Source: an optimization exercise on an open RTL-to-GDS flow (aim: small area, a short achievable clock period and few clock cycles). Production flows keep margins and buffers that such runs may drop. The RTL was checked by simulation tests, not by an equivalence proof against the original design. Power and IR drop assume default switching activity.

<file path="config.mk">
export PLATFORM = sky130hd
export DESIGN_NAME = coco_cpu
export DESIGN_NICKNAME = coco_cpu
export VERILOG_FILES = /design/flow/design.v
export SDC_FILE = /design/flow/constraint.sdc
export NUM_CORES = 4
export LEC_CHECK = 0
export CAP_MARGIN = 20
export CORE_MARGIN = 2
export CORE_UTILIZATION = 40
export SLEW_MARGIN = 20
</file>
<file path="constraint.sdc">
create_clock -name core_clock -period 10.0 [get_ports {clk}]
set_input_delay 2.0000 -clock core_clock [delete_from_list [all_inputs] [get_ports {clk}]]
set_output_delay 2.0000 -clock core_clock [all_outputs]
set_load 0.01 [all_outputs]
</file>
<file path="design.v">
module coco_cpu(input clk, reset,
                output [31:0] address, writedata,
                input  [31:0] readdata,
                output WE,
                output [3:0] BE,
                output Req);
wire PrRw;
processor mips(clk, reset, address, writedata, readdata, WE, BE, Req, PrRw,
               1'b1, 5'b00000);
endmodule
module processor(input clk,reset,
                 output [31:0] address,writedata,input [31:0] readdata,
                 output WE,output [3:0] BE,output Req,PrRw,input Ready,
                 input [4:0] HW_Int);
wire [31:0] IR,instr;
wire [3:0] Aluop;
wire [1:0] SHTOp,RFSource,AluSrcB,RegDst,CP0Muxctrl;
wire [2:0] PCSrc,AluOutSrc,DExtFunct; 
wire [5:0] IM;
wire [4:0] PrExcCode;
wire MemWrite,MemRead;
assign instr=readdata;
assign Req=MemRead|MemWrite;
assign PrRw=(MemWrite)?0:1;
Controller ctr(IR[31:26],IR[5:0],IR[20:16],IR[25:21],clk,reset, Zero,Overflow,Compare,Ready,
                   PCWrite,MemRead,MemWrite,IRWrite,RegWrite,ExtFunct,
                   Aluop, SHTOp,
                   MulSelMD,MulStart,MulSelHL,MulWrite,Sign,mulready, 
                   CP0Write, IE,IM,{1'b0,HW_Int}, PrExcEnter, PrExcCode, CP0Muxctrl,
                  IorD,AluSrcA,SHTNumSrc,CP0Src, RFSource,AluSrcB,RegDst,
                   PCSrc,AluOutSrc,DExtFunct);
DataPath    dp(reset,clk,IR,
              PCWrite,MemRead,MemWrite,IRWrite,RegWrite,ExtFunct,
              Aluop,SHTOp,
              MulSelMD,MulStart,MulSelHL,MulWrite,Sign,mulready, 
              CP0Write, IE,IM,PrExcEnter,PrExcCode,HW_Int, CP0Muxctrl,
              IorD,AluSrcA,SHTNumSrc,CP0Src,RFSource,AluSrcB,RegDst,
              PCSrc,AluOutSrc,DExtFunct,
              Zero,Overflow,Compare,
              WE, BE, address,writedata,
              readdata,
              instr);
endmodule
module Controller(input [5:0] op,funct,input [4:0] RT,RS,input clk,reset,input Zero,Overflow,Compare,Ready,
                  output PCEn,MemRead,MemWrite,IRWrite,RegWrite,ExtFunct,
                  output [3:0] Aluop,
                  output [1:0] SHTOp,
                  output MulSelMD,MulStart,MulSelHL,MulWrite,Sign,input mulready, 
                  output CP0Write,input IE,input [5:0]IM,HW_Int,output PrExcEnter,output [4:0] PrExcCode,output [1:0] CP0Muxctrl,
                  output IorD,AluSrcA,SHTNumSrc,CP0Src,output[1:0] RFSource,AluSrcB,RegDst,
                  output[2:0] PCSrc,AluOutSrc,DExtFunct);
wire [3:0] Alufun;
wire PCWrite,BR,Branch;
assign PCEn=PCWrite|Branch;
Mainctrl  mctrl(op,funct,RT,RS, clk,reset,Ready,
                PCWrite,MemRead,MemWrite,IRWrite,RegWrite,ExtFunct,
                CP0Write,IE,IM,HW_Int, PrExcEnter, PrExcCode, CP0Muxctrl,
                Branch,
                IorD,AluSrcA,SHTNumSrc,CP0Src,RFSource,AluSrcB,RegDst,
                PCSrc,AluOutSrc,
                Alufun,DExtFunct,
                MulSelMD,MulStart,MulSelHL,MulWrite,Sign,mulready,
                Zero,Compare);               
Aludec  aludec(op,funct,Alufun,Aluop,
               SHTOp); 
endmodule
module Mainctrl(input [5:0] op,funct,input [4:0] RT,RS,input clk,reset,Ready,
                output PCWrite,MemRead,MemWrite,IRWrite,RegWrite,ExtFunct,
                output CP0Write,input IE,input [5:0]IM,HW_Int,output PrExcEnter,output [4:0] PrExcCode,output [1:0] CP0Muxctrl,
                output BrEn,
                output IorD,AluSrcA,SHTNumSrc,CP0Src,output[1:0] RFSource,AluSrcB,RegDst,
                output[2:0] PCSrc,AluOutSrc,
                output [3:0] Alufun,output [2:0] DExtFunct,
                output MulMode,MulStart,MulSelHL,MulWrite,Sign,input mulready, 
                input Zero,Compare);
parameter FetchMuxC=16'b0000_0001_000_00_000,DecMuxC=16'b0000_0011_000_00_000,
          FetchMctr=11'b1101_000_0000,DecMctr=11'b0000_000_0000,
          MemAdrMuxc=16'b0100_0010_000_00_000,MemAdrctr=11'b0000_000_0000,
          RTExeMuxc=16'b0100_0000_000_00_000,RTExectrl=11'b0000_000_1111,
          BEQMuxc=16'b0100_0000_000_00_001,BEQctrl=11'b0000_001_0010,
          JMuxc=16'b0000_0000_000_00_010,Jctrl=11'b1000_000_0000,
          MemWBmc=16'b0000_0100_000_00_000,MemWBc=11'b0000_100_0000,
          Fetch=8'h00,
          Dec=8'h01,
          MemAdr=8'h02,
         Exe=8'h05,ADDIE=8'h06,BEQ=8'h08,Jump=8'h09,MemRB=8'h03,
         SaveM=8'h0d,RFinsh=8'h0f,IRFinsh=8'h10,MemRx=8'h11,Interupt=8'h12,SC=8'h13,BP=8'h14;
wire Breq,Brne,Brbgtz,Brbgez,Brblez,Brbltz,Inrupt;                   
reg [7:0] state;  
wire [4:0] Brctl;        
wire [10:0] Mctrl;
wire [15:0] Muxctrl;
wire [4:0] mulctrl;
reg [26:0] ctrl;
assign BrEn=(Breq&Zero)|(Brne&~Zero)|((Brbgtz|Brbgez|Brblez|Brbltz)&Compare);
assign {PCWrite,MemRead,MemWrite,IRWrite,RegWrite,CP0Write,Breq,Alufun}=Mctrl;
assign {IorD,AluSrcA,SHTNumSrc,CP0Src,RFSource,AluSrcB,AluOutSrc,RegDst,PCSrc}=Muxctrl;
assign {MulMode,MulStart,MulSelHL,MulWrite,Sign}=mulctrl;
assign {Brne,Brbgtz,Brbgez,Brblez,Brbltz}=Brctl;
assign {Mctrl,Muxctrl}=ctrl;
assign Inrupt=IE&
((HW_Int[5]&IM[5])|(HW_Int[4]&IM[4])|(HW_Int[3]&IM[3])|(HW_Int[2]&IM[2])|(HW_Int[1]&IM[1])|(HW_Int[0]&IM[0]));
always @(posedge clk)
 if(reset)
   begin
   state<=Fetch;
   end
 else
   case(state)
     Fetch:
     if(Ready)
     state<=Dec;
     else state<=Fetch;
     Dec:
     begin
     if(op==6'b100011||op==6'b101011||op==6'b100100||op==6'b100000||op==6'b100101||op==6'b100001||op==6'b101000||op==6'b101001)
         state<=MemAdr;
     if(op==6'b000000&&funct!=6'b001000&&funct!=6'b001001&&funct!=6'b001101&&funct!=6'b001100) 
         state<=Exe;
     if(op==6'b000100||op==6'b000001||op==6'b000111||op==6'b000110||op==6'b000101) 
        state<=BEQ;
     if(op==6'b001000||op==6'b001100||op==6'b001101||op==6'b001110||op==6'b001010||op==6'b001011||op==6'b001001
        ||op==6'b001111||(op==6'b010000&&RS==5'b00000)||(op==6'b010000&&RS==5'b00100))
       state<=ADDIE;
     if(op==6'b000010||op==6'b000011||(op==6'b000000&&funct==6'b001000)||(op==6'b000000&&funct==6'b001001)||(op==6'b010000&&RS==5'b10000)) 
         state<=Jump;
     if(op==6'b000000&&funct==6'b001101) 
       state<=BP;
     if(op==6'b000000&&funct==6'b001100) 
       state<=SC;
     end
    MemAdr:
      if(op==6'b100011||op==6'b100100||op==6'b100000||op==6'b100101||op==6'b100001) 
        state<=MemRx;
      else
      state<=SaveM;
    MemRx:
    if(Ready)
      state<=MemRB;
    else state<=MemRx;
    Exe:
    state<=((funct==6'b011010||funct==6'b011011||funct==6'b011000||funct==6'b011001)&&~mulready)?state:RFinsh;
    ADDIE:
    state<=IRFinsh;
  MemRB:
  if(Inrupt)
    state<=Interupt;
  else
  state<=Fetch;
  SaveM:
  if(Ready)
    begin
      if(Inrupt)
        state<=Interupt;
      else
        state<=Fetch;
      end
  else
  state<=SaveM;
  RFinsh:
  if(Inrupt)
    state<=Interupt;
  else
  state<=Fetch;
  IRFinsh:
  if(Inrupt)
    state<=Interupt;
  else
  state<=Fetch;
  BEQ:
  if(Inrupt)
    state<=Interupt;
  else
  state<=Fetch;
  Jump:
  if(Inrupt)
    state<=Interupt;
  else
  state<=Fetch;
  default: state<=Fetch;
  endcase
  always @(*)
  case (state)
    Fetch:
    ctrl<={FetchMctr,FetchMuxC};
    Dec:
    ctrl<={DecMctr,DecMuxC};
    MemAdr:
    ctrl<={MemAdrctr,MemAdrMuxc};
    RFinsh:
    case(funct)
      6'b010000:ctrl<={11'b0000_100_0000,16'b0000_0000_000_01_000}; 
      6'b010010:ctrl<={11'b0000_100_0000,16'b0000_0000_000_01_000}; 
      6'b010001:ctrl<={11'b0000_000_0000,16'b0000_0000_000_00_000}; 
      6'b010011:ctrl<={11'b0000_000_0000,16'b0000_0000_000_00_000}; 
    default:
    ctrl<={11'b0000_100_0000,16'b0000_0000_000_01_000};
    endcase
    IRFinsh:
    if(op==6'b010000&&RS==5'b00000)  ctrl<={11'b0000_100_0000,16'b0001_0000_000_00_000}; 
    else if(op==6'b010000&&RS==5'b00100) ctrl<={11'b0000_010_0000,16'b0001_0000_000_00_000}; 
    else
    ctrl<={11'b0000_100_0000,16'b0000_0000_000_00_000};
    Jump:
    case(op)
      6'b000011: ctrl<={11'b1000_100_0000,16'b0000_1000_000_10_010}; 
      6'b000010: ctrl<={Jctrl,JMuxc};
      default:
      if(funct==6'b001000)
        ctrl<={11'b1000_000_0000,16'b0000_0000_000_00_011}; 
      else if(funct==6'b001001)
        ctrl<={11'b1000_100_0000,16'b0000_1000_000_10_011}; 
      else if((op==6'b010000&&RS==5'b10000))
        ctrl<={11'b1000_000_0000,16'b0000_0000_000_00_111}; 
      else
       ctrl<={Jctrl,JMuxc};
    endcase
    ADDIE:
    case(op)
      6'b001100: ctrl<={11'b0000_000_0100,16'b0100_0010_000_00_000}; 
      6'b001101: ctrl<={11'b0000_000_0101,16'b0100_0010_000_00_000}; 
      6'b001110: ctrl<={11'b0000_000_0111,16'b0100_0010_000_00_000}; 
      6'b001010: ctrl<={11'b0000_000_1001,16'b0100_0010_000_00_000}; 
      6'b001011: ctrl<={11'b0000_000_1000,16'b0100_0010_000_00_000}; 
      6'b001001: ctrl<={11'b0000_000_0000,16'b0100_0010_000_00_000}; 
      6'b001111: ctrl<={11'b0000_000_1110,16'b0100_0010_000_00_000}; 
      6'b010000: if(RS==5'b00000) ctrl<={11'b0000_000_0000,16'b0001_0000_100_00_000}; 
      else ctrl<={11'b0000_000_0000,16'b0001_0000_100_00_000};
      default:
    ctrl<={11'b0000_000_0001,16'b0100_0010_000_00_000}; 
    endcase
    BEQ:
    case(op)
      6'b000001: ctrl<=(RT==5'b00001)?{11'b0000_000_1101,BEQMuxc}:{11'b0000_000_1010,BEQMuxc}; 
      6'b000111: ctrl<={11'b0000_000_1100,BEQMuxc};
      6'b000110: ctrl<={11'b0000_000_1011,BEQMuxc};
      6'b000101: ctrl<={11'b0000_000_0010,BEQMuxc};
    default:
           ctrl<={BEQctrl,BEQMuxc};
    endcase
    Exe:
    case(funct)
    6'b000000: ctrl<={11'b0000_000_1111,16'b0010_0000_001_00_000};
    6'b000010: ctrl<={11'b0000_000_1111,16'b0010_0000_001_00_000};
    6'b000011: ctrl<={11'b0000_000_1111,16'b0010_0000_001_00_000}; 
    6'b000110: ctrl<={11'b0000_000_1111,16'b0000_0000_001_00_000};
    6'b000111: ctrl<={11'b0000_000_1111,16'b0000_0000_001_00_000};
    6'b000100: ctrl<={11'b0000_000_1111,16'b0000_0000_001_00_000};
    6'b010001: ctrl<={11'b0000_000_1111,16'b0000_0000_001_00_000}; 
    6'b010011: ctrl<={11'b0000_000_1111,16'b0000_0000_001_00_000}; 
    6'b010010: ctrl<={11'b0000_000_1111,16'b0000_0000_010_00_000}; 
    6'b010000: ctrl<={11'b0000_000_1111,16'b0000_0000_010_00_000}; 
    6'b011010: ctrl<={11'b0000_000_1111,16'b0000_0000_000_00_000}; 
    6'b011011: ctrl<={11'b0000_000_1111,16'b0000_0000_000_00_000}; 
    6'b011000: ctrl<={11'b0000_000_1111,16'b0000_0000_000_00_000}; 
    6'b011001: ctrl<={11'b0000_000_1111,16'b0000_0000_000_00_000}; 
    default:
    ctrl<={RTExectrl,RTExeMuxc};
    endcase
    MemAdr:
    ctrl<={MemAdrctr,MemAdrMuxc};
    MemRB:
    ctrl<={MemWBc,MemWBmc}; 
    MemRx:
    case(op)     
     default
     ctrl<={11'b0100_000_0000,16'b1000_0000_0000_0000};
    endcase
    SaveM:
    ctrl<={11'b0010_000_0000,16'b1000_0000_0000_0000};
    Interupt:
    ctrl<={Jctrl,16'b0000_0000_000_00_100};
    BP:
    ctrl<={Jctrl,16'b0000_0000_000_00_100};
    SC:
    ctrl<={Jctrl,16'b0000_0000_000_00_100};
    default:
    ctrl<={FetchMctr,FetchMuxC};
    endcase 
    assign DExtFunct=(state==MemRx)?((op==6'b100100)?3'b001:
                                (op==6'b100000)?3'b011:
                                (op==6'b100101)?3'b010:
                                (op==6'b100001)?3'b100:3'b111):3'b111;
    assign ExtFunct=(op==6'b001100||op==6'b001101||op==6'b001110)?0:1;
    assign mulctrl=(state==Exe)?((funct==6'b011010)?5'b11001: 
                                 (funct==6'b011011)?5'b11000: 
                                 (funct==6'b011000)?5'b01001: 
                                 (funct==6'b011001)?5'b01000: 
                                 (funct==6'b010000)?5'b00100: 
                                 5'b00000): 
                                 (state==RFinsh)?(
                                 (funct==6'b010001)?5'b00110: 
                                 (funct==6'b010011)?5'b00010:5'b00000):5'b00000; 
    assign  CP0Muxctrl=(state==IRFinsh&&op==6'b010000&&RS==5'b00100)?2'b00:2'b01; 
    assign  PrExcEnter=(state==Interupt||state==SC||state==BP)?1:0;
    assign  PrExcCode=(state==Interupt)?5'b00000:(state==BP)?5'b01001:(state==SC)?5'b01000:5'b00000;
    assign Brctl=(state==BEQ)?((op==6'b000001)?((RT==5'b00001)?5'b00100:(RT==5'b00000)?5'b00001:5'b00000):
                               (op==6'b000111)?5'b01000:
                               (op==6'b000110)?5'b00010:
                               (op==6'b000101)?5'b10000:5'b00000):5'b00000;
endmodule
module Aludec(input [5:0] op,funct,input [3:0] Alufun,output [3:0] Aluop,
              output reg [1:0] SHTOp); 
reg [3:0] controls;
assign Aluop=controls;
always@(*)
begin
controls=4'b1111;
SHTOp=2'b00;
case (Alufun)
  4'b0000:controls=4'b0000; 
  4'b0001:controls=4'b0001; 
  4'b0010:controls=4'b0010; 
  4'b0100:controls=4'b0100; 
  4'b0101:controls=4'b0101; 
  4'b0111:controls=4'b0111; 
  4'b1001:controls=4'b1001; 
  4'b1000:controls=4'b1000; 
  4'b1110:controls=4'b1110; 
  4'b1010:controls=4'b1010;
  4'b1011:controls=4'b1011;
  4'b1100:controls=4'b1100;
  4'b1101:controls=4'b1101;
  default: case (funct)
    6'b100000:controls=4'b0001; 
    6'b100001:controls=4'b0000; 
    6'b100010:controls=4'b0011; 
    6'b100011:controls=4'b0010; 
    6'b100100:controls=4'b0100; 
    6'b100101:controls=4'b0101; 
    6'b101010:controls=4'b1001; 
    6'b101011:controls=4'b1000; 
    6'b100110:controls=4'b0111; 
    6'b100111:controls=4'b0110; 
    6'b000000:SHTOp=2'b01;
    6'b000100:SHTOp=2'b01;  
    6'b000010:SHTOp=2'b10;
    6'b000110:SHTOp=2'b10; 
    6'b000011:SHTOp=2'b11;
    6'b000111:SHTOp=2'b11; 
    default controls=4'b1111;
  endcase
endcase
end
endmodule
module DataPath(input reset,clk,output [31:0] IR,
                input PCWrite,MemRead,MemWrite,IRWrite,RegWrite,ExtFunct,
                input [3:0] Aluop,
                input [1:0] SHTOp,
                input MulSelMD,MulStart,MulSelHL,MulWrite,Sign,output mulready, 
                input CP0Write,output SR_IE,output [5:0]IM,input PrExcEnter,input [4:0] PrExcCode,HW_Int,input [1:0] CP0Muxctrl,
                input IorD,AluSrcA,SHTNumSrc,CP0Src,input[1:0] RFSource,AluSrcB,RegDst,
                input [2:0] PCSrc,AluOutSrc,DExtFunct,
                output Zero,Overflow,Compare,
                output WE,output [3:0] BE,output [31:0] address,writedata,
                input [31:0] readdata,
                input[31:0] instr);
wire [31:0] RFB,PC,PCOut,MemW;
wire [31:0] NextPC,AluOut,WData,RData1,RData2,ExtOut,RFA,aluA,aluB,Dataout,DExtout,
           SHout,MulDout,CPOut,AluIn,AluoutF,ExtVector,EPC,CPWriteData,CP0Out;
wire [4:0] RD,shift,CP0Index,ExcCode,HWInt;
wire [7:0] SR_IM;
wire [1:0] A1_A0; 
assign WE=MemWrite;
assign writedata=MemW; 
assign address=(IRWrite)?PCOut:AluoutF;
assign A1_A0=AluoutF[1:0];
assign BE=(IR[31:26]==6'b101011)?4'b1111: 
          (IR[31:26]==6'b101001)?(AluoutF[1]?4'b1100:4'b0011): 
          (IR[31:26]==6'b101000)?( 
          (AluoutF[0]&&AluoutF[1])?4'b1000:
          (~AluoutF[0]&&AluoutF[1])?4'b0100:
          (AluoutF[0]&&~AluoutF[1])?4'b0010:
          (~AluoutF[0]&&~AluoutF[1])?4'b0001:
          4'b0000):4'b0000;
MemExtion MExt(RFB,BE,MemW);          
MUX2 #(32) MUX1(PC,AluoutF,IorD,PCOut);          
ProgramCounter  pc(clk,reset,PCWrite,NextPC,PC); 
InstructionRegister  IRf(clk,reset,IRWrite,instr,IR);
mux3 #(32) MUX3(AluoutF,DExtout,PC,RFSource,WData);
mux3 #(5)  MUX2(IR[20:16],IR[15:11],5'b11111,RegDst,RD);
RegisterFile rf(clk,reset,RegWrite,IR[25:21],IR[20:16],RD,WData,RData1,RData2);  
Extension   Ext(IR[15:0],ExtFunct,ExtOut);  
flopr #(32) rfA(clk,reset,RData1,RFA); 
flopr #(32) rfB(clk,reset,RData2,RFB); 
MUX2  #(32) MUX4(PC,RFA,AluSrcA,aluA);
mux4  MUX5(RFB,32'b00000000000000000000000000000100,ExtOut,ExtOut<<2,AluSrcB,aluB);
DataExtension  DEt(readdata,DExtFunct,A1_A0,Dataout); 
flopr #(32) DataR(clk,reset,Dataout,DExtout);
MUX2 #(5) MUX6(RFA[4:0],IR[10:6],SHTNumSrc,shift);
Shifter shifter(SHTOp,shift,RFB,SHout);
MulDiv  muldiv(clk,reset,RFA,RFB,MulSelMD,MulStart,MulSelHL,MulWrite,Sign,MulDout,mulready);  
ALU alu(aluA,aluB,Aluop,AluOut,Zero,Overflow,Compare); 
mux5 MUX7(AluOut,SHout,MulDout,ExtOut,CP0Out,AluOutSrc,AluIn);
flopr #(32) AluFF(clk,reset,AluIn,AluoutF);
MUX2 #(5) MUX8(5'b01110,IR[15:11],CP0Src,CP0Index);
mux8 MUX9(AluOut,AluoutF,{PC[31:28],IR[27:0]<<2},RFA,ExtVector,EPC,EPC,EPC,PCSrc,NextPC);
mux3 #(32) MUX10(RFB,PC,PC,CP0Muxctrl,CPWriteData);
Vector   vect(PrExcCode,ExtVector);
CP0 cp0(clk,reset,CP0Write,PrExcEnter, CPWriteData,CP0Index,PrExcCode,HW_Int, CP0Out,EPC, SR_IM,SR_IE);
assign IM=SR_IM[6:2];
endmodule
module ALU(input [31:0] A,B,input [3:0] Ctrl,output [31:0] C,output Zero,Overflow,Compare);
  assign C=(Ctrl==4'b1110)?{B[15:0],16'h0000}: 
           (Ctrl==4'b0000)?(A+B):
           (Ctrl==4'b0001)?(A+B):
           (Ctrl==4'b0010)?(A-B):
           (Ctrl==4'b0011)?(A-B):
           (Ctrl==4'b0100)?A&B:
           (Ctrl==4'b0101)?A|B:
           (Ctrl==4'b0110)?~(A|B): 
           (Ctrl==4'b0111)?A^B:
           (Ctrl==4'b1000)?((A<B)?1:0):  
           (Ctrl==4'b1001)?    
           (((A[31]==0&&B[31]==0)||(A[31]==1&&B[31]==1))?((A<B)?32'h00000001:32'h00000000):
           (A[31]==1&&B[31]==0)?32'h00000001:
           (A[31]==0&&B[31]==1)?32'h00000000:32'hffffffff)
           :32'hffffffff;
  assign Compare=(Ctrl==4'b1010)?((A[31]==1)?1:0):
                 (Ctrl==4'b1011)?(((A[31]==1)||(|A[31:0]==0))?1:0):
                 (Ctrl==4'b1100)?(((A[31]==0)&&(|A[31:0]!=0))?1:0):
                 (Ctrl==4'b1101)?((A[31]==0)?1:0):0;
  assign Zero=~(|C[31:0]);
  assign Overflow=(Ctrl==4'b0001)?(((A[31]==0&&B[31]==0&&C[31]==1)||(A[31]==1&&B[31]==1&&C[31]==0))?1:0):
                  (Ctrl==4'b0011)?(((A[31]==0&&B[31]==1&&C[31]==1)||(A[31]==1&&B[31]==0&&C[31]==1))?1:0):0;
endmodule
module CP0(input clk,reset,we,ExcEnter,input [31:0] Din,input [4:0] CP0Index,ExcCode,HWInt,
          output [31:0] DOut,EPC,output [7:0] SR_IM,output SR_IE);
reg [31:0] SR,cause,EPCreg,PRId;
assign SR_IM={SR[15:10] ,SR[1],SR[0]};  
assign SR_IE=SR[0];    
assign EPC=EPCreg;
assign DOut=(CP0Index==5'b01100)?{16'h0000,SR[15:10],8'b00000000,SR[1:0]}:
            (CP0Index==5'b01101)?{16'h0000,cause[15:10],3'b000,cause[6:2],2'b00}:
            (CP0Index==5'b01110)?EPC:
            (CP0Index==5'b01111)?PRId:32'h11111111;
always @(posedge clk)
if(reset)
  begin
  PRId<=32'h00000000;
  SR<=32'h0000ffff;
  cause<=32'h00000000;
  EPCreg<=32'h00000000;
  end
else
  if(we)   
    case(CP0Index)
      5'b01100: SR<=Din;
      5'b01101: cause<=Din;
      5'b01110: EPCreg<=Din;
      5'b01111: PRId<=Din;
    endcase
  else if(ExcEnter)
    begin
      cause[6:2]<=ExcCode; 
      SR[0]<=0; 
       if(ExcCode!=5'd0) SR[1]<=1; 
         else SR[1]<=0; 
      cause[14:10]<=HWInt; 
      EPCreg<=Din;            
    end
endmodule
module MulDiv(input clk,reset,input [31:0] a,b,input MorD,Start,MulSelHL,MulWrite,sign,output [31:0] Cout,output ready);
reg [63:0] HILO;
wire [31:0] temp,temp1,a1,b1;
assign a1=(sign)?(a[31]?(~a+32'h00000001):a):a; 
assign b1=(sign)?(b[31]?(~b+32'h00000001):b):b;
assign temp=HILO[63:32]+b1;
assign Cout=(MulSelHL)?HILO[63:32]:HILO[31:0];
assign temp1=HILO[63:32]-b1;
integer i;
assign ready=(i<=35&&MorD)?0:(i<=33&&~MorD)?0:1;
always @(posedge clk)
if(reset)
  begin
  HILO<=0;
  i=0;
  end
else
  begin
     HILO<=Start?((~MorD)?((Start&&i==0)?{32'h00000000,a1}: 
     (Start&&i!=0&&i<=32&&~ready)?({HILO[0]?temp:HILO[63:32],HILO[31:0]}>>1'b1):
     (i==33&&sign&&(a[31]^b[31]))?(~HILO+64'h0000000000000001):HILO):
     ((Start&&i==0&&~ready)?{32'h00000000,a1}: 
      (Start&&i!=0&&i<=33&&~ready)?
      (temp1[31]?HILO<<1'b1:{{temp1[30:0],HILO[31:0]},1'b1}):
      (i==34)?
      ({HILO[63:32]>>1'b1,HILO[31:0]}):
      (i==35&&sign&&(a[31]^b[31]))?
      ({(a[31]?(~HILO[63:32]+32'h00000001):HILO[63:32]),~HILO[31:0]+32'h00000001}):
      HILO)):
      (MulWrite)?(MulSelHL?{a,HILO[31:0]}:{HILO[63:32],a}):HILO; 
     i=Start?((~MorD)?((i<=33)?i+1:i):(i<=35)?i+1:i):0;
  end
endmodule
module Shifter(input [1:0] SHTOp,input [4:0] shift,input [31:0] a,output[31:0] out);
  wire [31:0] temp;
  wire [31:0] tem;
  assign tem=32'hfffffffe;
  assign temp=a>>shift;
  assign out=(SHTOp==2'b00)?32'h00000000:
             (SHTOp==2'b01)?a<<shift:
             (SHTOp==2'b10)?temp:
             (SHTOp==2'b11)?((a[31])?(temp|(tem<<~(shift))):temp)
             :32'h11111111;
endmodule
module DataExtension(input [31:0] Din,input [2:0] ExtFunct,input [1:0] A1_A0,output [31:0] ExtDout);
  assign ExtDout=(ExtFunct==3'b001)?
                ((A1_A0==2'b00)?{24'b00000000_00000000_00000000,Din[7:0]}:
                (A1_A0==2'b01)?{24'b00000000_00000000_00000000,Din[15:8]}:
                (A1_A0==2'b10)?{24'b00000000_00000000_00000000,Din[23:16]}:
                (A1_A0==2'b11)?{24'b00000000_00000000_00000000,Din[31:24]}:Din)
                :
                (ExtFunct==3'b010)?
                ((A1_A0==2'b00)?{16'b00000000_00000000,Din[15:0]}:
                (A1_A0==2'b10)?{16'b00000000_00000000,Din[31:16]}:Din)
                :
                (ExtFunct==3'b011)?
                ((A1_A0==2'b00)?{{24{Din[7]}},Din[7:0]}:
                (A1_A0==2'b01)?{{24{Din[15]}},Din[15:8]}:
                (A1_A0==2'b10)?{{24{Din[23]}},Din[23:16]}:
                (A1_A0==2'b11)?{{24{Din[31]}},Din[31:24]}:Din)
                :
                (ExtFunct==3'b100)?
                ((A1_A0==2'b00)?{{16{Din[15]}},Din[15:0]}:
                (A1_A0==2'b10)?{{16{Din[31]}},Din[31:16]}:Din)
                :Din;           
endmodule
module Extension(input [15:0] Imm16w,input ExtFunct,output [31:0] ExtImm32);
  assign ExtImm32=(ExtFunct==0)?{16'b0000_0000_0000_0000,Imm16w}:
  (Imm16w[15]==0)?{16'b0000_0000_0000_0000,Imm16w}:
  {16'b1111_1111_1111_1111,Imm16w};
endmodule
module flopr #(parameter WIDTH=8)
  (input clk,reset,input[WIDTH-1:0] d,output reg [WIDTH-1:0] q);
  always@(posedge clk)
  if(reset)
    q<=0;
  else
    q<=d;
  endmodule
module InstructionRegister(input clk,reset,IRWr,input [31:0] IMData,output reg [31:0] IR);
 always @(posedge clk)
 if(reset)
   IR<=0;
else
  if(IRWr)
    IR<=IMData;
 endmodule   
module MUX2 #(parameter WIDTH=8)
            (input [WIDTH-1:0] In0,In1,
             input sel,output [WIDTH-1:0] Out);
assign Out=sel ? In1:In0;
endmodule
module mux3 #(parameter WIDTH=8)
            (input [WIDTH-1:0] In0,In1,In2,
             input [1:0]  sel,output [WIDTH-1:0] Out);
  assign Out=(sel==2'b00)?In0:
             (sel==2'b01)?In1:
             (sel==2'b10)?In2:In0;
  endmodule
module mux4(input [31:0] In0,In1,In2,In3,input [1:0] sel,output [31:0] out);
  assign out=(sel==2'b00)?In0:
             (sel==2'b01)?In1:
             (sel==2'b10)?In2:
             (sel==2'b11)?In3:In0;
  endmodule
module mux8(input [31:0] In0,In1,In2,In3,In4,In5,In6,In7,input [2:0] sel,output [31:0] out);
  assign out=(sel==3'b000)?In0:
             (sel==3'b001)?In1:
             (sel==3'b010)?In2:
             (sel==3'b011)?In3:
             (sel==3'b100)?In4:
             (sel==3'b101)?In5:
             (sel==3'b110)?In6:
             (sel==3'b111)?In7:In0;
endmodule
module mux5(input [31:0] In0,In1,In2,In3,In4,input [2:0] sel,output [31:0] out);
  assign out=(sel==3'b000)?In0:
             (sel==3'b001)?In1:
             (sel==3'b010)?In2:
             (sel==3'b011)?In3:
             (sel==3'b100)?In4:In0;
endmodule
module Vector(input [4:0] ExcCode,output [31:0] ExtVector);
  assign ExtVector=(ExcCode==5'b00000)?32'hbfc00400:
                   (ExcCode==5'b01000||ExcCode==5'b01001||ExcCode==5'b01010)?32'hbfc00380:
                   32'hbfc00380;
endmodule
module MemExtion(input [31:0] a,input [3:0] BE,output [31:0] c);
  assign c=(BE==4'b0001)?{24'h000000,a[7:0]}:
           (BE==4'b0010)?{16'h0000,a[7:0],8'h00}:
           (BE==4'b0100)?{8'h00,a[7:0],16'h00}:
           (BE==4'b1000)?{a[7:0],24'h000000}:
           (BE==4'b0011)?{16'h0000,a[15:0]}:
           (BE==4'b1100)?{a[15:0],16'h0000}:
           a;
 endmodule
module ProgramCounter(input clk,reset,PCWr,input [31:0] NextPC,output reg [31:0] PC);
  always@(posedge clk)
  if(reset)
    PC<=32'b1011_1111_1100_00000000000000000000;
  else
    if(PCWr)
      PC<=NextPC;
endmodule
module RegisterFile(input clk,reset,regwrite,input [4:0] RS1,RS2,RD,
                  input [31:0] WData,output [31:0] RData1,RData2);
reg [31:0] rf[31:0];
integer i;
always @(posedge clk)
begin
if(reset)
  for(i=0;i<32;i=i+1)
  rf[i]<=0;
else
if(regwrite)
  rf[RD]<=WData;
end
assign RData1=(RS1!=0)?rf[RS1]:0;
assign RData2=(RS2!=0)?rf[RS2]:0;
endmodule
</file>
<file path="run.sh">
#!/bin/bash
# synth_recipe.tcl (not shown) runs the flow's synth.tcl, then flattens the netlist and writes it again
# the make line also repeats each setting of config.mk as NAME=value (left out here)
make -C /OpenROAD-flow-scripts/flow DESIGN_CONFIG=/design/flow/config.mk WORK_HOME=/design/flow/orfs CLKGATE_MAP_FILE= SYNTH_SCRIPT=/design/flow/synth_recipe.tcl finish
</file>
==> run notes <==
status timing/DRC/antenna clean; post-layout minimum cycle time 9.31 ns; CTS Hold Bufs 0; Core Region 0.222 sq mm; CP max-delay cell a41oi_1; Comb power frac 57.9%; post-synth net total 9,002; Worst Setup Start Kind flip-flop; cell mode on critical path a21oi_1; RSZ-0062 raised after global routing no; H-tree depth 4; actual slew at the worst max-slew pin 1.27 ns; clk sinks 1,410; final setup TNS 0 ns; Worst-path clk slew 0.06 ns; Initial Util 40.2%; vias in the first global route 73,900; layout cells sized above 1 16.4%; setup ws final 0.693 ns; vias per cell 6.68; Overflow after GRT 0; Final Max Slew Viols 0; Tot Pwr 32,400 uW; Post-Syn Area per Cell 10.2 sq um; Synth async-reset ratio 0%; final worst-path cycle share 93.1%; starting DRC count in detailed routing 11,700; routed len/inst 35.3 um; DRC violations left 0; CTS buffer count 159; Worst-Skew Late Latency 0.86 ns; final hold vios 0; CP top delay family compound AO/OA/AOI/OAI gates; final setup fails 0; Post-Synthesis Cells 8,802; DP HPWL 273 mm; Synth cell types 100; worst vdd ir 0.000251 V; Post-Route WL 412 mm; gr usage total 35.1%; Worst setup EP type flip-flop; Post-Syn Area 0.0894 sq mm; Core Rows 173; Die Area 0.227 sq mm; WP data arrival 10.00 ns; top-area cell type share of the netlist area 34.4%; part of the power in registers 23.5%; Port Buffer Count 103; leakage 0.0339 uW; gp weighted congestion 1.03; clk buf depth 3; slowest stage delay, CP 0.65 ns; clock root cell clkbuf_16; Clock power frac 18.6%; WP buf/inv 3; initial antenna violation count 31; drt pass-1 iters 10; area grow syn2layout 11.6%; sequential area share after synthesis 43.1%; max-cap viol count 0; critical path peak fanout 39; nets@finish 8,728; Post-DRT Antenna Nets 0; first-pass GRT wire length 570 mm; Die H 477 um; Placement Setup Slack 0.910 ns; CTS tree done; Synth area leader edfxtp_1; setup bufs post-CTS 0; PostCTS Resize Cnt 0; Horiz. Die Dim 477 um; pin count of the biggest net entering global routing 174; Setup Skew 0.0870 ns; Worst slew margin 14.6%; Hold Crit Class reg2reg; routed vias 77,900; number of synthesized flops with an enable pin 1,024; internal power 16,300 uW; Ys Warns 28; Yosys reg bits 1,410; Boundary Pins 104; commonest register cell after synthesis edfxtp_1; main area contributors after synthesis edfxtp_1 34%, mux4_2 16%, dfxtp_1 8.6%, nor2_1 7.3%, mux2i_1 3.4%; PD cells 324 mW/mm^2; WP data required 10.69 ns; critical path type reg2reg; fmax 0.107 GHz; Switch Pwr 16,000 uW; sw frac 49.5%
registers in the layout (all words and copies together) (netlist names), 11 cells and up, named ones only:
| name | flops |
|---|---|
| mips.dp.cp0.PRId | 32 |
| mips.dp.IRf.IR | 32 |
| mips.dp.rf.rf | 1024 |
| mips.dp.muldiv.i | 32 |
| mips.dp.rfA.q | 32 |
| mips.dp.muldiv.HILO | 64 |
| mips.dp.cp0.EPCreg | 32 |
| mips.dp.AluFF.q | 32 |
| mips.dp.pc.PC | 32 |
| mips.dp.rfB.q | 32 |
| mips.dp.cp0.cause | 11 |
| mips.dp.DataR.q | 32 |
worst paths after layout:
kind | from | depth (start not counted) | slack, ns | endpoint
worst min register to register | mips.dp.cp0.PRId[25] | 2 | 0.46 | mips.dp.cp0.PRId[25]
worst max-delay path | mips.ctr.mctrl.state[4] | 27 | 0.69 | mips.dp.pc.PC[2]
worst min-delay path | mips.dp.cp0.PRId[25] | 2 | 0.46 | mips.dp.cp0.PRId[25]
worst max register to register | mips.ctr.mctrl.state[4] | 27 | 0.69 | mips.dp.pc.PC[2]
synth_stat cells, drive strengths merged, types with 38 or more instances:
| master | instances |
|---|---|
| a211oi | 83 |
| a21oi | 523 |
| a221oi | 60 |
| a22oi | 53 |
| a311oi | 56 |
| a31oi | 48 |
| and2 | 41 |
| and3 | 38 |
| buf | 123 |
| clkbuf | 730 |
| dfxtp | 386 |
| edfxtp | 1024 |
| ha | 162 |
| inv | 180 |
| mux2i | 307 |
| mux4 | 648 |
| nand2 | 820 |
| nand2b | 66 |
| nand3 | 128 |
| nor2 | 1744 |
| nor3 | 148 |
| nor4 | 50 |
| o211ai | 143 |
| o21ai | 384 |
| o22ai | 79 |
| or3 | 61 |
| xnor2 | 138 |
| xor2 | 97 |
cell families (layout without fill, tap and decap cells):
| logic type | Yosys count | in the layout | share of synthesized area [%] |
|---|---|---|---|
| buf+inv | 1033 | 890 | 4.37 |
| mux | 970 | 970 | 20.0 |
| other cells | 0 | 31 | 0 |
| fa+ha+maj | 166 | 166 | 2.36 |
| simple gates | 3226 | 3226 | 15.3 |
| flops | 1410 | 1410 | 43.1 |
| xor+xnor | 235 | 235 | 2.31 |
| compound gates | 1762 | 1762 | 12.7 |
final cells by class:
| type | count | area, sq um |
|---|---|---|
| Fill cell | 20800 | 122000 |
| Multi-Input combinational cell | 6359 | 47700 |
| Sequential cell | 1410 | 38500 |
| Clock buffer | 220 | 4420 |
| Timing Repair Buffer | 418 | 3760 |
| Tap cell | 2975 | 3720 |
| Clock inverter | 72 | 858 |
| Inverter | 180 | 678 |
| Antenna cell | 31 | 77.6 |
placed cells by master (no fill, tap or decap), types with 28 or more instances in the layout:
master           count
nor2_1            1737
edfxtp_1          1024
nand2_1            752
mux4_2             648
a21oi_1            487
dfxtp_1            366
o21ai_0            351
mux2i_1            302
buf_4              294
inv_1              175
ha_1               162
clkbuf_16          161
o211ai_1           143
nor3_1             141
xnor2_1            136
nand3_1            126
clkdlybuf4s50_1    102
xor2_1              97
a211oi_1            81
o22ai_1             79
nand2_2             67
nand2b_1            66
a221oi_1            59
or3_1               56
a311oi_1            56
a22oi_1             53
a31oi_1             48
nor4_1              44
clkbuf_1            42
and2_1              39
a21o_1              37
and3_1              36
a222oi_1            36
a21oi_4             32
diode_2             31
o21bai_1            29
o21ai_1             28
power groups by stage:
stage                     Sequential, uW  Clock (uW)  Combinational (uW)
after floorplan                     7020           0               11000
final                               7610        6010               18700
after CTS                           7550        6030               17800
after global placement              7660           0               17700
after detailed placement            7670           0               17700
after global routing                7600        6250               19300
worst register-to-register path: cells and delay by family, from the launching register on:
family / cells / cell delay, ns
mux: 2 / 0.79
buf+inv: 3 / 1.08
flops: 1 / 0.55
simple gates: 8 / 2.26
fa+ha+maj: 2 / 0.74
compound gates: 12 / 3.81
layer usage:
layer  global-route usage, %  routed length, um  vias up
met3                    10.6              53300     1307
met2                    51.6             177000     5683
met5                    1.68                495        -
met4                    22.9              31300       20
li1                        -                  -    32100
met1                    44.8             150000    38800
through the flow:
stage / hold slack [ns] / util [%] / instances / cell area, sq um
global placement: 0.442 / 42.3 / 11300 / 94000
global route: 0.484 / 44.9 / 11600 / 99700
CTS: 0.457 / 44.7 / 11600 / 99300
floorplan: 0.436 / - / 8802 / 89400
finish: 0.460 / 44.9 / 11700 / 99800
detailed placement: 0.449 / 42.3 / 11300 / 94000
Testbench counts, summed over its fixed seeds: cycles 123,702.

-- separate check: timing with driven ports --
How much do the figures lean on ideal ports? The routed layout below was timed once more, with nothing changed but the port constraints.
Step 1, drivers: a clkbuf_16 drives clk and a buf_2 each remaining input, both assumed.
Step 2 adds t to the input delays and takes it off the output delays; t is the mean of the earliest and latest rising clock arrival at the registers after step 1. Input paths then give back, and output paths get back, about the clock's delay inside the block.
Three values: ideal, step 1, step 2; two values: the first two.
t, ns: 0.903
setup slack, ns: 0.693 / 0.693 / 0.693
worst hold slack (ns): 0.460 / 0.460 / 0.460
After both steps this run still meets setup and hold. For this run, drivers alone change the setup slack by 0.000 ns; drivers and shift together by 0.000 ns.
